Context: an optimization exercise on an open-source flow, tuned for small area. The choices shown serve that exercise and are no tape-out recipe. No functional check of the RTL was part of this run.

==> design/flow/design.v <==
module D_ff_64b(in,out,clk,reset);
  input clk, reset;
  input [63:0]in;
  output reg[63:0]out;
  always@(posedge clk)
  begin
    if(~reset)
      out <= 64'b0;
    else
      out <= in;
  end
endmodule
module DCT_first(in,out);
  input [63:0]in;
  output wire [71:0]out;
  wire signed [7:0] in_temp [7:0];
  wire signed [17:0] out_temp [7:0];
  wire signed [9:0] a1,a2,a3,a4,a5,a6,a7,a8;
  wire signed [11:0] b1,b2,b3,b4,b5,b6,b7,a62,a72,a82;
  wire signed [12:0] b31,a63,a73,a83;
  wire signed [13:0] a54,a64,a84,b52,b62,b72;
  wire signed [14:0] c1,c2,b33,b43,a55;
  wire signed [15:0] b34,b44,a56,a66,a76;
  wire signed [16:0] c12,c22,b55,b65,b75;
  wire signed [17:0] c13,b36,b46,c23;
  wire signed [19:0] c15,c25;
  assign in_temp[7] = in[7:0];
  assign in_temp[6] = in[15:8];
  assign in_temp[5] = in[23:16];
  assign in_temp[4] = in[31:24];
  assign in_temp[3] = in[39:32];
  assign in_temp[2] = in[47:40];
  assign in_temp[1] = in[55:48];
  assign in_temp[0] = in[63:56];
  assign a1 = $signed(in_temp[0]) + $signed(in_temp[7]);
  assign a2 = $signed(in_temp[1]) + $signed(in_temp[6]);
  assign a3 = $signed(in_temp[2]) + $signed(in_temp[5]);
  assign a4 = $signed(in_temp[3]) + $signed(in_temp[4]);
  assign a5 = $signed(in_temp[0]) - $signed(in_temp[7]);
  assign a6 = $signed(in_temp[1]) - $signed(in_temp[6]);
  assign a7 = $signed(in_temp[2]) - $signed(in_temp[5]);
  assign a8 = $signed(in_temp[3]) - $signed(in_temp[4]);
  assign b1 = a1 + a4;
  assign b2 = a2 + a3;
  assign b3 = a1 - a4;
  assign b4 = a2 - a3;
  assign b5 = a6 + a7;
  assign b6 = a5 - a8;
  assign b7 = a5 + a8;
  assign c1 = b1 + b2; 
  assign c2 = b1 - b2;
  assign b31 = {b3,1'b0};
  assign b33 = {b3,3'b0};
  assign b34 = {b3,4'b0};
  assign b36 = {b3,6'b0};
  assign b44 = {b4,4'b0};
  assign b43 = {b4,3'b0};
  assign b46 = {b4,6'b0};
  assign b52 = {b5,2'b0};
  assign b55 = {b5,5'b0};
  assign b62 = {b6,2'b0};
  assign b65 = {b6,5'b0};
  assign b72 = {b7,2'b0};
  assign b75 = {b7,5'b0};
  assign a54 = {a5,4'b0};
  assign a56 = {a5,6'b0};
  assign a62 = {a6,2'b0};
  assign a63 = {a6,3'b0};
  assign a64 = {a6,4'b0};
  assign a66 = {a6,6'b0};
  assign a72 = {a7,2'b0};
  assign a73 = {a7,3'b0};
  assign a76 = {a7,6'b0};
  assign a82 = {a8,2'b0};
  assign a83 = {a8,3'b0};
  assign a84 = {a8,4'b0};
  assign c12 = {c1,2'b0};
  assign c13 = {c1,3'b0};
  assign c15 = {c1,5'b0};
  assign c22 = {c2,2'b0};
  assign c23 = {c2,3'b0};
  assign c25 = {c2,5'b0};
  assign out_temp[0]= c1 + c12 + c13 + c15; 
  assign out_temp[2]= b3 + b31 - b33 + b36 + b43 + b44;
  assign out_temp[4]= c2 + c22 + c23 + c25;
  assign out_temp[6]= -b4 -b43 - b46 + b33 + b34;
  assign out_temp[1]= b52 + b55 -a5 + a56 +a6 + a64 + a82 + a83;
  assign out_temp[3]= b62 + b65 +a7 - a76 +a5 + a54 - a62 - a63;
  assign out_temp[5]= b72 + b75 +a6 - a66 +a8 + a84 + a72 + a73;
  assign out_temp[7]= 20'd0;
  round1  rnd1(out_temp[0],out[71:63]),
          rnd2(out_temp[1],out[62:54]),
          rnd3(out_temp[2],out[53:45]),
          rnd4(out_temp[3],out[44:36]),
          rnd5(out_temp[4],out[35:27]),
          rnd6(out_temp[5],out[26:18]),
          rnd7(out_temp[6],out[17:9]),
          rnd8(out_temp[7],out[8:0]);
endmodule
module round1(out_temp,out);
  input [17:0]out_temp;
  output reg[8:0]out;
  always @(out_temp)
  begin
    if(out_temp[17])
      begin
        if(out_temp[8:0] > 9'b100000000)
          out  = out_temp[17:9] + 1'b1;
        else
          out = out_temp[17:9];
      end
    else
      begin
        if(out_temp[8])
          out = out_temp[17:9] + 1'b1;
        else
          out = out_temp[17:9];
      end
  end
endmodule
module TPmem1
#( parameter BW = 9 )
(  input [8*BW-1:0]  i_data,
   input	   i_enable,
   input 	   i_clk,
   input	   i_Reset,
   output reg [8*BW-1:0] o_data
);
reg [4-1:0]  counter ;
reg [8*BW-1:0] array [8-1:0];
reg [8*BW-1:0] data_out;
wire [8*BW-1:0] col [8-1:0];
wire [3-1:0] index = counter[3-1:0] ;
wire [8*BW-1:0] w_data;
always@(posedge i_clk) begin
    if(~i_Reset) begin
    counter <= 4'b0;
    o_data <= {BW{8'b0}};
    end
    else    begin
	o_data <= w_data ;
        if(i_enable) 
        counter <= counter + 4'b1;
        else begin    
            if(counter[3]==1'b1)
	    counter <= counter + 4'b1;
    	    else    
    	    counter <= counter ;
    	    end
    end
end
always@(posedge i_clk) begin
    if(~i_Reset) begin
	array[7] <= {BW{8'b0}};
	array[6] <= {BW{8'b0}};
	array[5] <= {BW{8'b0}};
	array[4] <= {BW{8'b0}};
	array[3] <= {BW{8'b0}};
	array[2] <= {BW{8'b0}};
	array[1] <= {BW{8'b0}};
	array[0] <= {BW{8'b0}};
    end
    else    begin
	if(i_enable) begin
	array[index] <= i_data ;
	end
    end
end
assign col[0] = {{array[0][8*BW-1:7*BW]},{array[1][8*BW-1:7*BW]},{array[2][8*BW-1:7*BW]},{array[3][8*BW-1:7*BW]},{array[4][8*BW-1:7*BW]},{array[5][8*BW-1:7*BW]},{array[6][8*BW-1:7*BW]},{array[7][8*BW-1:7*BW]}} ; 
assign col[1] = {{array[0][7*BW-1:6*BW]},{array[1][7*BW-1:6*BW]},{array[2][7*BW-1:6*BW]},{array[3][7*BW-1:6*BW]},{array[4][7*BW-1:6*BW]},{array[5][7*BW-1:6*BW]},{array[6][7*BW-1:6*BW]},{array[7][7*BW-1:6*BW]}} ; 
assign col[2] = {{array[0][6*BW-1:5*BW]},{array[1][6*BW-1:5*BW]},{array[2][6*BW-1:5*BW]},{array[3][6*BW-1:5*BW]},{array[4][6*BW-1:5*BW]},{array[5][6*BW-1:5*BW]},{array[6][6*BW-1:5*BW]},{array[7][6*BW-1:5*BW]}} ; 
assign col[3] = {{array[0][5*BW-1:4*BW]},{array[1][5*BW-1:4*BW]},{array[2][5*BW-1:4*BW]},{array[3][5*BW-1:4*BW]},{array[4][5*BW-1:4*BW]},{array[5][5*BW-1:4*BW]},{array[6][5*BW-1:4*BW]},{array[7][5*BW-1:4*BW]}} ; 
assign col[4] = {{array[0][4*BW-1:3*BW]},{array[1][4*BW-1:3*BW]},{array[2][4*BW-1:3*BW]},{array[3][4*BW-1:3*BW]},{array[4][4*BW-1:3*BW]},{array[5][4*BW-1:3*BW]},{array[6][4*BW-1:3*BW]},{array[7][4*BW-1:3*BW]}} ; 
assign col[5] = {{array[0][3*BW-1:2*BW]},{array[1][3*BW-1:2*BW]},{array[2][3*BW-1:2*BW]},{array[3][3*BW-1:2*BW]},{array[4][3*BW-1:2*BW]},{array[5][3*BW-1:2*BW]},{array[6][3*BW-1:2*BW]},{array[7][3*BW-1:2*BW]}} ; 
assign col[6] = {{array[0][2*BW-1:1*BW]},{array[1][2*BW-1:1*BW]},{array[2][2*BW-1:1*BW]},{array[3][2*BW-1:1*BW]},{array[4][2*BW-1:1*BW]},{array[5][2*BW-1:1*BW]},{array[6][2*BW-1:1*BW]},{array[7][2*BW-1:1*BW]}} ; 
assign col[7] = 72'b0; 
always@(*) begin
    if(counter[3]==1'b1) begin
    data_out = col[index] ;
    end
    else    begin
    data_out = {BW{8'b0}}; 
    end
end
assign w_data = data_out ; 
endmodule
module DCT_second(in,out,count1);
  input [72-1:0]in;
  input wire [2:0] count1;
  output [80-1:0]out;
  wire signed [9-1:0] in_temp [7:0];
  wire signed [16:0] out_temp [7:0];
  wire signed [9:0] a1,a2,a3,a4,a5,a6,a7,a8;
  wire signed [11:0] b1,b2,b3,b4,b5,b6;
  wire signed [14:0] c1;
	wire signed [9:0]out_temp2,out_temp3,out_temp4;
  assign in_temp[7] = in[8:0];
  assign in_temp[6] = in[17:9];
  assign in_temp[5] = in[26:18];
  assign in_temp[4] = in[35:27];
  assign in_temp[3] = in[44:36];
  assign in_temp[2] = in[53:45];
  assign in_temp[1] = in[62:54];
  assign in_temp[0] = in[71:63];
  assign a1 = $signed(in_temp[0]) + $signed(in_temp[7]);
  assign a2 = $signed(in_temp[1]) + $signed(in_temp[6]);
  assign a3 = $signed(in_temp[2]) + $signed(in_temp[5]);
  assign a4 = $signed(in_temp[3]) + $signed(in_temp[4]);
  assign a5 = $signed(in_temp[0]) - $signed(in_temp[7]);
  assign a6 = $signed(in_temp[1]) - $signed(in_temp[6]);
  assign a7 = $signed(in_temp[2]) - $signed(in_temp[5]);
  assign a8 = $signed(in_temp[3]) - $signed(in_temp[4]);
  assign b1 = a1 + a4;
  assign b2 = a2 + a3;
  assign b3 = a1 - a4;
  assign b4 = a2 - a3;
  assign b5 = a6 + a7;
  assign b6 = a5 - a8;
  assign c1 = b1 + b2; 
  assign out_temp[0] = ({c1,5'b0} + {c1,3'b0} + {c1,2'b0} + c1);
  assign out_temp[2] = {-b3,3'b0} - {-b3,6'b0} + {b4,3'b0} + {b4,4'b0}; 
  assign out_temp[1] =  {b5,5'b0} + {a5,6'b0};
  assign out_temp[3] =  {b6,5'b0} - {a7,6'b0};
  assign out_temp[4] =  20'b0;
  assign out_temp[5] =  20'b0;
  assign out_temp[6] =  20'b0;
  assign out_temp[7] =  20'b0;
  round2  rnd2(out_temp[1],out_temp2),
          rnd3(out_temp[2],out_temp3),
					rnd4(out_temp[3],out_temp4);
  assign out = (count1==3'b010) ? {out_temp[0][16:7],out_temp2,out_temp3,out_temp4,40'b0}:
                                  {out_temp[0][14:5],out_temp2,out_temp3,out_temp4,40'b0};
endmodule
module round2(out_temp,out);
  input [16:0]out_temp;
  output reg[9:0]out;
  always @(out_temp)
  begin
    if(out_temp[16])
      begin
        if(out_temp[4:0] > 5'b10000)
          out  = out_temp[14:5] + 1'b1;
        else
          out = out_temp[14:5];
      end
    else
      begin
        if(out_temp[4])
          out = out_temp[14:5] + 1'b1;
        else
          out = out_temp[14:5];
      end
  end
endmodule
module D_ff_80b(in,out,clk,reset);
  input clk, reset;
  input [79:0]in;
  output reg[79:0]out;
  always@(posedge clk)
  begin
    if(~reset)
      out <= 80'b0;
    else
      out <= in;
  end
endmodule
module Quantization_re(in,out,count,clk,reset);
  input [79:0]in;
  input clk,reset;
  input [2:0]count;
  output wire [63:0]out;
  wire signed [9:0] in_temp [7:0];
  reg signed [17:0] out_temp [7:0];
  assign in_temp[7] = in[9:0];
  assign in_temp[6] = in[19:10];
  assign in_temp[5] = in[29:20];
  assign in_temp[4] = in[39:30];
  assign in_temp[3] = in[49:40];
  assign in_temp[2] = in[59:50];
  assign in_temp[1] = in[69:60];
  assign in_temp[0] = in[79:70];
  parameter signed q11 = 7'h20;
  parameter signed q12 = 7'h0B;
  parameter signed q13 = 7'h0C; 
  parameter signed q14 = 7'h08; 
  parameter signed q15 = 7'h05; 
  parameter signed q16 = 7'h03; 
  parameter signed q17 = 7'h02; 
  parameter signed q18 = 7'h02;
  parameter signed q21 = 7'h0A;
  parameter signed q22 = 7'h0A;
  parameter signed q23 = 7'h09;
  parameter signed q24 = 7'h06;
  parameter signed q25 = 7'h04;
  parameter signed q26 = 7'h02;
  parameter signed q27 = 7'h02;
  parameter signed q28 = 7'h02;
  parameter signed q31 = 7'h09;
  parameter signed q32 = 7'h09;
  parameter signed q33 = 7'h08;
  parameter signed q34 = 7'h05;
  parameter signed q35 = 7'h03;
  parameter signed q36 = 7'h02;
  parameter signed q37 = 7'h01;
  parameter signed q38 = 7'h02;
  parameter signed q41 = 7'h09;
  parameter signed q42 = 7'h07;
  parameter signed q43 = 7'h05;
  parameter signed q44 = 7'h04;
  parameter signed q45 = 7'h02;
  parameter signed q46 = 7'h01;
  parameter signed q47 = 7'h01;
  parameter signed q48 = 7'h02;
  parameter signed q51 = 7'h07;
  parameter signed q52 = 7'h05;
  parameter signed q53 = 7'h03;
  parameter signed q54 = 7'h02;
  parameter signed q55 = 7'h01;
  parameter signed q56 = 7'h01;
  parameter signed q57 = 7'h01;
  parameter signed q58 = 7'h01;
  parameter signed q61 = 7'h05;
  parameter signed q62 = 7'h03;
  parameter signed q63 = 7'h02;
  parameter signed q64 = 7'h02 ;
  parameter signed q65 = 7'h01 ;
  parameter signed q66 = 7'h01 ;
  parameter signed q67 = 7'h01 ;
  parameter signed q68 = 7'h01 ;
  parameter signed q71 = 7'h02;
  parameter signed q72 = 7'h02;
  parameter signed q73 = 7'h01;
  parameter signed q74 = 7'h01;
  parameter signed q75 = 7'h01;
  parameter signed q76 = 7'h01;
  parameter signed q77 = 7'h01;
  parameter signed q78 = 7'h01;
  parameter signed q81 = 7'h01;
  parameter signed q82 = 7'h01;
  parameter signed q83 = 7'h01;
  parameter signed q84 = 7'h01;
  parameter signed q85 = 7'h01;
  parameter signed q86 = 7'h01;
  parameter signed q87 = 7'h01;
  parameter signed q88 = 7'h01;
  round rnd1(out_temp[0],out[63:56]),
        rnd2(out_temp[1],out[55:48]),
        rnd3(out_temp[2],out[47:40]),
        rnd4(out_temp[3],out[39:32]),
        rnd5(out_temp[4],out[31:24]),
        rnd6(out_temp[5],out[23:16]),
        rnd7(out_temp[6],out[15:8]),
        rnd8(out_temp[7],out[7:0]);
  always @(*)
  case(count)
    3'b000: begin out_temp[0] = $signed(in_temp[0]) * $signed(q11);out_temp[1] = $signed(in_temp[1]) * $signed(q21);out_temp[2] = $signed(in_temp[2]) * $signed(q31);out_temp[3] = $signed(in_temp[3]) * $signed(q41);out_temp[4] = $signed(in_temp[4]) * $signed(q51);out_temp[5] = $signed(in_temp[5]) * $signed(q61);out_temp[6] = $signed(in_temp[6]) * $signed(q71);out_temp[7] = $signed(in_temp[7]) * $signed(q81); end
    3'b001: begin out_temp[0] = $signed(in_temp[0]) * $signed(q12);out_temp[1] = $signed(in_temp[1]) * $signed(q22);out_temp[2] = $signed(in_temp[2]) * $signed(q32);out_temp[3] = $signed(in_temp[3]) * $signed(q42);out_temp[4] = $signed(in_temp[4]) * $signed(q52);out_temp[5] = $signed(in_temp[5]) * $signed(q62);out_temp[6] = $signed(in_temp[6]) * $signed(q72);out_temp[7] = $signed(in_temp[7]) * $signed(q82); end
    3'b010: begin out_temp[0] = $signed(in_temp[0]) * $signed(q13);out_temp[1] = $signed(in_temp[1]) * $signed(q23);out_temp[2] = $signed(in_temp[2]) * $signed(q33);out_temp[3] = $signed(in_temp[3]) * $signed(q43);out_temp[4] = $signed(in_temp[4]) * $signed(q53);out_temp[5] = $signed(in_temp[5]) * $signed(q63);out_temp[6] = $signed(in_temp[6]) * $signed(q73);out_temp[7] = $signed(in_temp[7]) * $signed(q83); end
    3'b011: begin out_temp[0] = $signed(in_temp[0]) * $signed(q14);out_temp[1] = $signed(in_temp[1]) * $signed(q24);out_temp[2] = $signed(in_temp[2]) * $signed(q34);out_temp[3] = $signed(in_temp[3]) * $signed(q44);out_temp[4] = $signed(in_temp[4]) * $signed(q54);out_temp[5] = $signed(in_temp[5]) * $signed(q64);out_temp[6] = $signed(in_temp[6]) * $signed(q74);out_temp[7] = $signed(in_temp[7]) * $signed(q84); end
    3'b100: begin out_temp[0] = $signed(in_temp[0]) * $signed(q15);out_temp[1] = $signed(in_temp[1]) * $signed(q25);out_temp[2] = $signed(in_temp[2]) * $signed(q35);out_temp[3] = $signed(in_temp[3]) * $signed(q45);out_temp[4] = $signed(in_temp[4]) * $signed(q55);out_temp[5] = $signed(in_temp[5]) * $signed(q65);out_temp[6] = $signed(in_temp[6]) * $signed(q75);out_temp[7] = $signed(in_temp[7]) * $signed(q85); end
    3'b101: begin out_temp[0] = $signed(in_temp[0]) * $signed(q16);out_temp[1] = $signed(in_temp[1]) * $signed(q26);out_temp[2] = $signed(in_temp[2]) * $signed(q36);out_temp[3] = $signed(in_temp[3]) * $signed(q46);out_temp[4] = $signed(in_temp[4]) * $signed(q56);out_temp[5] = $signed(in_temp[5]) * $signed(q66);out_temp[6] = $signed(in_temp[6]) * $signed(q76);out_temp[7] = $signed(in_temp[7]) * $signed(q86); end
    3'b110: begin out_temp[0] = $signed(in_temp[0]) * $signed(q17);out_temp[1] = $signed(in_temp[1]) * $signed(q27);out_temp[2] = $signed(in_temp[2]) * $signed(q37);out_temp[3] = $signed(in_temp[3]) * $signed(q47);out_temp[4] = $signed(in_temp[4]) * $signed(q57);out_temp[5] = $signed(in_temp[5]) * $signed(q67);out_temp[6] = $signed(in_temp[6]) * $signed(q77);out_temp[7] = $signed(in_temp[7]) * $signed(q87); end
    3'b111: begin out_temp[0] = $signed(in_temp[0]) * $signed(q18);out_temp[1] = $signed(in_temp[1]) * $signed(q28);out_temp[2] = $signed(in_temp[2]) * $signed(q38);out_temp[3] = $signed(in_temp[3]) * $signed(q48);out_temp[4] = $signed(in_temp[4]) * $signed(q58);out_temp[5] = $signed(in_temp[5]) * $signed(q68);out_temp[6] = $signed(in_temp[6]) * $signed(q78);out_temp[7] = $signed(in_temp[7]) * $signed(q88); end
  endcase
endmodule
module round(out_temp,out);
  input [17:0]out_temp;
  output reg[7:0]out;
  always @(out_temp)
  begin
    if(out_temp[17])
      begin
        if(out_temp[6:0] > 7'b1000000)
          out  = out_temp[14:7] + 1'b1;
        else
          out = out_temp[14:7];
      end
    else
      begin
        if(out_temp[6])
          out = out_temp[14:7] + 1'b1;
        else
          out = out_temp[14:7];
      end
  end
endmodule
module ZigZag_TP
#( parameter BW = 8 )
(  input [8*BW-1:0]  i_data,
   input	   i_enable,
   input 	   i_clk,
   input	   i_Reset,
   output reg [8*BW-1:0] o_data
);
  reg [4-1:0]  counter ;
  reg [8*BW-1:0] array [8-1:0];
  reg [8*BW-1:0] data_out;
  wire [8*BW-1:0] col [8-1:0];
  wire [3-1:0] index = counter[3-1:0] ;
  wire [8*BW-1:0] w_data;
  always@(posedge i_clk) 
  begin
      if(~i_Reset) 
      begin
        counter <= 4'b1111;
        o_data <= {BW{8'b0}}; 
      end
      else    
      begin
        o_data <= w_data ;
        if(i_enable) 
          counter <= counter + 4'b1;
        else 
        begin
        if(counter[3]==1'b1)
          counter <= counter + 4'b1;
   	    else    
     	    counter <= counter ;
   	    end
      end
  end
  always@(posedge i_clk) 
  begin
      if(~i_Reset) 
      begin
        array[7] <= {BW{8'b0}};
        array[6] <= {BW{8'b0}};
        array[5] <= {BW{8'b0}};
        array[4] <= {BW{8'b0}};
        array[3] <= {BW{8'b0}};
        array[2] <= {BW{8'b0}};
        array[1] <= {BW{8'b0}};
        array[0] <= {BW{8'b0}};
      end
      else    
      begin
        if(i_enable)
        begin
          array[index] <= i_data ;
        end
      end
  end
	assign col[0] = {{array[0][8*BW-1:7*BW]},{array[1][8*BW-1:7*BW]},{array[0][7*BW-1:6*BW]},{array[0][6*BW-1:5*BW]},{array[1][7*BW-1:6*BW]},{array[2][8*BW-1:7*BW]},{array[3][8*BW-1:7*BW]},{array[2][7*BW-1:6*BW]}} ; 
  assign col[1] = {{array[1][6*BW-1:5*BW]},{array[0][5*BW-1:4*BW]},8'b0,{array[1][5*BW-1:4*BW]},{array[2][6*BW-1:5*BW]},{array[3][7*BW-1:6*BW]},{array[4][8*BW-1:7*BW]},{array[5][8*BW-1:7*BW]}} ; 
  assign col[2] = {{array[4][7*BW-1:6*BW]},{array[3][6*BW-1:5*BW]},{array[2][5*BW-1:4*BW]},40'b0} ; 
  assign col[3] = {{array[3][5*BW-1:4*BW]},{array[4][6*BW-1:5*BW]},{array[5][7*BW-1:6*BW]},{array[6][8*BW-1:7*BW]},{array[7][8*BW-1:7*BW]},{array[6][7*BW-1:6*BW]},{array[5][6*BW-1:5*BW]},{array[4][5*BW-1:4*BW]}} ; 
  assign col[4] = 64'b0;
  assign col[5] = {{array[5][5*BW-1:4*BW]},{array[6][6*BW-1:5*BW]},{array[7][7*BW-1:6*BW]},{array[7][6*BW-1:5*BW]},{array[6][5*BW-1:4*BW]},24'b0} ; 
  assign col[6] = 64'b0; 
  assign col[7] = 64'b0;
  always@(*) 
  begin
    if(counter[3]==1'b1)
    begin
      data_out = col[index] ;
    end
    else
    begin
      data_out = {BW{8'b0}}; 
    end
  end
  assign w_data = data_out ; 
endmodule
module jpeg_dctq (clk, reset, pix_in, coef_out);
  input clk, reset;
  input [63:0] pix_in;
  output [63:0] coef_out;
  wire [3:0]count1;
  wire [71:0]DCT_out1,tp_out1,tp_out2;
  wire [79:0]DCT_out2,DCT_out2_ff;
  wire [63:0]DIN1;
  wire [71:0]DIN2;
  wire [63:0]qt_out,tp_out4,tp_out3,out;
  wire en1,en2;
  D_ff_64b      din(pix_in,DIN1,clk,reset);
  DCT_first     d1(DIN1,DCT_out1);
  TPmem1 TP1(DCT_out1, en1,clk,reset,tp_out1);
  TPmem1 TP2(DCT_out1,~en1,clk,reset,tp_out2);
  DCT_second    d2(DIN2,DCT_out2,count1[2:0]);
  D_ff_80b      df1(DCT_out2,DCT_out2_ff,clk,reset);
  Quantization_re qt2(DCT_out2_ff,qt_out,(count1[2:0]-3'b011),clk,reset);
  ZigZag_TP Zg3(qt_out, en2,clk,reset,tp_out3),
            Zg4(qt_out,~en2,clk,reset,tp_out4);
  counter  cnt1(count1,       clk,reset);
  TPcontrol tp1(count1,en1,en2,clk,reset);
  assign DIN2 = en1 ? tp_out2 : tp_out1;
  assign out = en2 ? tp_out4 : tp_out3;
  assign coef_out = out;
endmodule
module counter(count,clk,reset);
  input clk,reset;
  output reg [3:0]count;
  always @(posedge clk)
  begin
    if(~reset)
      count <= 4'b0;
    else
      count <= count + 1'b1;
  end
endmodule
module TPcontrol(count,en1,en2,clk,reset);
input [3:0]count;
input clk,reset;
output reg en1,en2;
  always @(posedge clk)
  begin
    if(~reset)
      en1 <= 1'b1;
    else if(count[3:0] == 4'b0000)
      en1 <= 1'b1;
    else
      begin
        if(count[2:0] == 3'b000)
          en1 <= ~en1;
      end
  end
  always @(posedge clk)
    if(~reset)
      en2 <= 1'b1;
    else if(count[3:0]==4'b1010)
      en2<=1'b1;
    else if(count[2:0] == 3'b010)
      en2<=(~en2);
endmodule
==> design/flow/run.sh <==
#!/bin/bash
# synth_recipe.tcl (not shown) runs the flow's synth.tcl, then flattens the netlist and writes it again
# the make line also repeats each setting of config.mk as NAME=value (left out here)
make -C /OpenROAD-flow-scripts/flow DESIGN_CONFIG=/design/flow/config.mk WORK_HOME=/design/flow/orfs CLKGATE_MAP_FILE= SYNTH_SCRIPT=/design/flow/synth_recipe.tcl finish
==> design/flow/config.mk <==
export PLATFORM = sky130hd
export DESIGN_NAME = jpeg_dctq
export DESIGN_NICKNAME = jpeg_dctq
export VERILOG_FILES = /design/flow/design.v
export SDC_FILE = /design/flow/constraint.sdc
export NUM_CORES = 4
export LEC_CHECK = 0
export CAP_MARGIN = 20
export CORE_MARGIN = 2
export CORE_UTILIZATION = 40
export PLACE_DENSITY = 0.6
export SLEW_MARGIN = 20
==> design/flow/constraint.sdc <==
create_clock -name core_clock -period 11.0 [get_ports {clk}]
set_input_delay 2.2000 -clock core_clock [delete_from_list [all_inputs] [get_ports {clk}]]
set_output_delay 2.2000 -clock core_clock [all_outputs]
set_load 0.01 [all_outputs]
==> notes.md <==
-- routing by layer --
metal	GRT usage, %	vias up	routed length, um
met5	0	-	0
met4	7.34	0	11600
met3	3.89	552	31400
met2	40.5	3819	164000
met1	33.4	40300	146000
li1	-	36100	-
-- logic make-up after synthesis --
logic type	after synthesis	synth area share, %
AND/OR/NAND/NOR	3038	11.8
flip-flops	1902	47.8
AO/OA/AOI/OAI	1824	11.6
buffers and inverters	1331	4.57
adder cells (fa/ha/maj)	1144	15.5
multiplexers	487	4.87
XOR/XNOR	471	3.82
-- through the flow --
| step | area (sq um) | utilization, % | hold slack [ns] | std cells | worst slack, ns |
|---|---|---|---|---|---|
| after CTS | 124000 | 44.9 | 0.490 | 14000 | 1.34 |
| after detailed placement | 117000 | 42.5 | 0.479 | 13600 | 1.38 |
| after global routing | 124000 | 45.0 | 0.514 | 14000 | 0.786 |
| after floorplan | 111000 | - | 0.447 | 10200 | 2.18 |
| after global placement | 117000 | 42.4 | 0.484 | 13600 | 1.52 |
| final | 124000 | 45.0 | 0.489 | 14000 | 1.52 |
-- cell type report --
cell class | instances | area, sq um | area share [%]
inverter | 743 | 2790 | 2.24
multi-input combinational | 6964 | 54200 | 43.6
clock inverter | 93 | 953 | 0.767
tap | 3705 | 4640 | 3.73
sequential | 1902 | 53100 | 42.8
clock buffer | 287 | 5710 | 4.60
antenna | 2 | 5.00 | 0.00403
timing repair buffer | 328 | 2900 | 2.33
-- path summary, 6_finish.rpt --
path               startpoint               end  slack, ns  cells past startpoint
max               din.out[25]  TP1.array[0][48]       1.52                     32
min          TP1.array[0][70]    TP1.o_data[70]       0.49                      2
max reg2reg       din.out[25]  TP1.array[0][48]       1.52                     32
min reg2reg  TP1.array[0][70]    TP1.o_data[70]       0.49                      2
-- critical path: cells and delay by family, from the launching register on --
| kind | cells | cell delay, ns |
|---|---|---|
| AOI/OAI and AO/OA | 13 | 3.85 |
| xor gates and xnor gates | 3 | 1.07 |
| adders and majority gates | 7 | 2.83 |
| buffers and inverters | 5 | 0.37 |
| DFF | 1 | 0.39 |
| and+or+nand+nor | 4 | 0.65 |
-- sequential cells by signal, summed over array words and instances (netlist names) --
signal / cells
Zg4.counter: 4
tp1.en2: 1
Zg4.o_data: 64
df1.out: 40
tp1.en1: 1
TP2.o_data: 72
TP2.counter: 4
TP2.array: 504
TP1.o_data: 72
cnt1.count: 4
Zg3.counter: 4
TP1.counter: 4
Zg4.array: 248
din.out: 64
Zg3.o_data: 64
Zg3.array: 248
TP1.array: 504
-- placed cells by master, fill, tap and decap left out, types with 35 or more instances in the layout --
master / instances
clkbuf_16: 209
xor2_1: 154
o21a_1: 60
nand2b_1: 47
fa_1: 394
a21oi_1: 548
or3_1: 35
clkbuf_1: 59
inv_1: 738
mux2_2: 401
nor2_1: 1997
a211oi_1: 203
o21bai_1: 115
nand2_1: 270
nand3_1: 85
dfxtp_1: 392
mux2i_1: 52
a21o_1: 95
nor2b_1: 52
and2_1: 89
clkdlybuf4s50_1: 128
o21ai_0: 176
buf_4: 190
a221oi_1: 86
a222oi_1: 221
xnor2_1: 265
ha_1: 741
nor3_1: 225
edfxtp_1: 1504
clkinv_2: 42
==> impl_metrics.toml <==
[run]
drv_cap = 0

[sta]
drv_slew = 0
timing.slew.headroom_pct = 18.0
period_share_pct = 86.1
finClkSkew_ns = 0.109
period_needed_ns = 9.48
hold_viol = 0
tns_ns = 0
grt_setup_unrepaired = "no"
fmax_ghz = 0.106
worst_pin_slew_ns = 1.20
setup_viol = 0

[placed_design]
gp_congestion = 0.919
dpl.hpwl_mm = 232
port_buffers = 129

[setup_path]
arrival_ns = 10.04
crit_slowest_cell = "a31oi_2"
cp_max_fo = 16
crit_required_ns = 11.56
worstSetupStartpointType = "flip-flop"
cp-end-kind = "flip-flop"
slowest_delay_ns = 0.91
critPathKind = "reg -> reg"

[synth]
syn_inst = 10200
synth.distinct_cells = 117
synth_common_cells = "1999 x nor2_1, 1504 x edfxtp_1, 750 x ha_1, 738 x inv_1, 548 x a21oi_1"
yosysSeqAreaShare_pct = 47.8
avgSynthCellArea_sq_um = 10.9
yosysWarnings = 14
ys_async_sr_fraction_pct = 0
syn-num-nets = 11400
synth_top_area_cell = "edfxtp_1"
synth.top_cell.area_share_pct = 40.6
synth-main-ff-cell = "edfxtp_1"
synthTopCellsByArea = "edfxtp_1 41%, ha_1 8.4%, dfxtp_1 7.2%, fa_1 7.1%, nor2_1 6.8%"
yosysMostFrequentCell = "nor2_1"
synth_seq_cells = 1902
syn_area_sq_mm = 0.111
synth_edf_count = 1504

[floorplanning]
coreArea_sq_mm = 0.276
start_util_pct = 40.2
die_h_um = 531
io_pins = 130
num_rows = 193
dieArea_sq_mm = 0.282
die_w_um = 531

[layout]
nFillCells = 25400
drive_above_1_share_pct = 10.9
nNetsFinal = 11400
area_growth_syn_to_layout_pct = 11.9

[grt]
grt_first_pass_wirelength_mm = 523
grt_max_degree = 109
grt_pass1_vias = 80600
grtUsageTotal_pct = 24.6
grt_antenna_before_repair = 7
overflow = 0

[clock_tree]
numCtsBuffers = 203
clock_latency_ns = 0.95
clockRootBuffer = "clkbuf_16"
holdBufCountCts = 0
clk_pin_slew_ns = 0.06
post_cts_buffers = 0
htree_levels = 4
cts.repair.resized = 0
cts_tree = "built"
clock_sinks = 1902
clock_path_buffers = 4

[routing]
drtIter0Drc = 9259
vias_per_cell = 5.76
drt-pass1-iter-count = 10
wl_mm = 352
drc_errors = 0
drtAntennaViolNets = 0
via_count = 80700
avgRoutedWirePerCell_um = 25.1

[min_path]
hold_path.class = "reg -> reg"

[status]
outcome = "no timing/DRC/antenna violations"

## what the ideal ports hide
No port has a modelled driver above. Below, the same layout with a new extraction and two added sets of constraints. Step 1: set_driving_cell puts a clkbuf_16 on clk and a buf_2 on each other input, an assumption about the parent block. Step 2 moves the port delays by t, midway between the first and last clock arrival at a register: inputs arrive t later, outputs are due t later. That takes back most of the time a late clock gives input paths. a / b / c = no drivers / after step 1 / after step 2; a / b = the first two.
shift t [ns]: 0.991
setup slack, ns: 1.525 / 1.525 / 1.525
worst data-port slew with drivers (ns): 0.09
After both steps this run still meets setup and hold. The setup slack of this run moves by 0.000 ns with the drivers and by 0.000 ns with both steps.
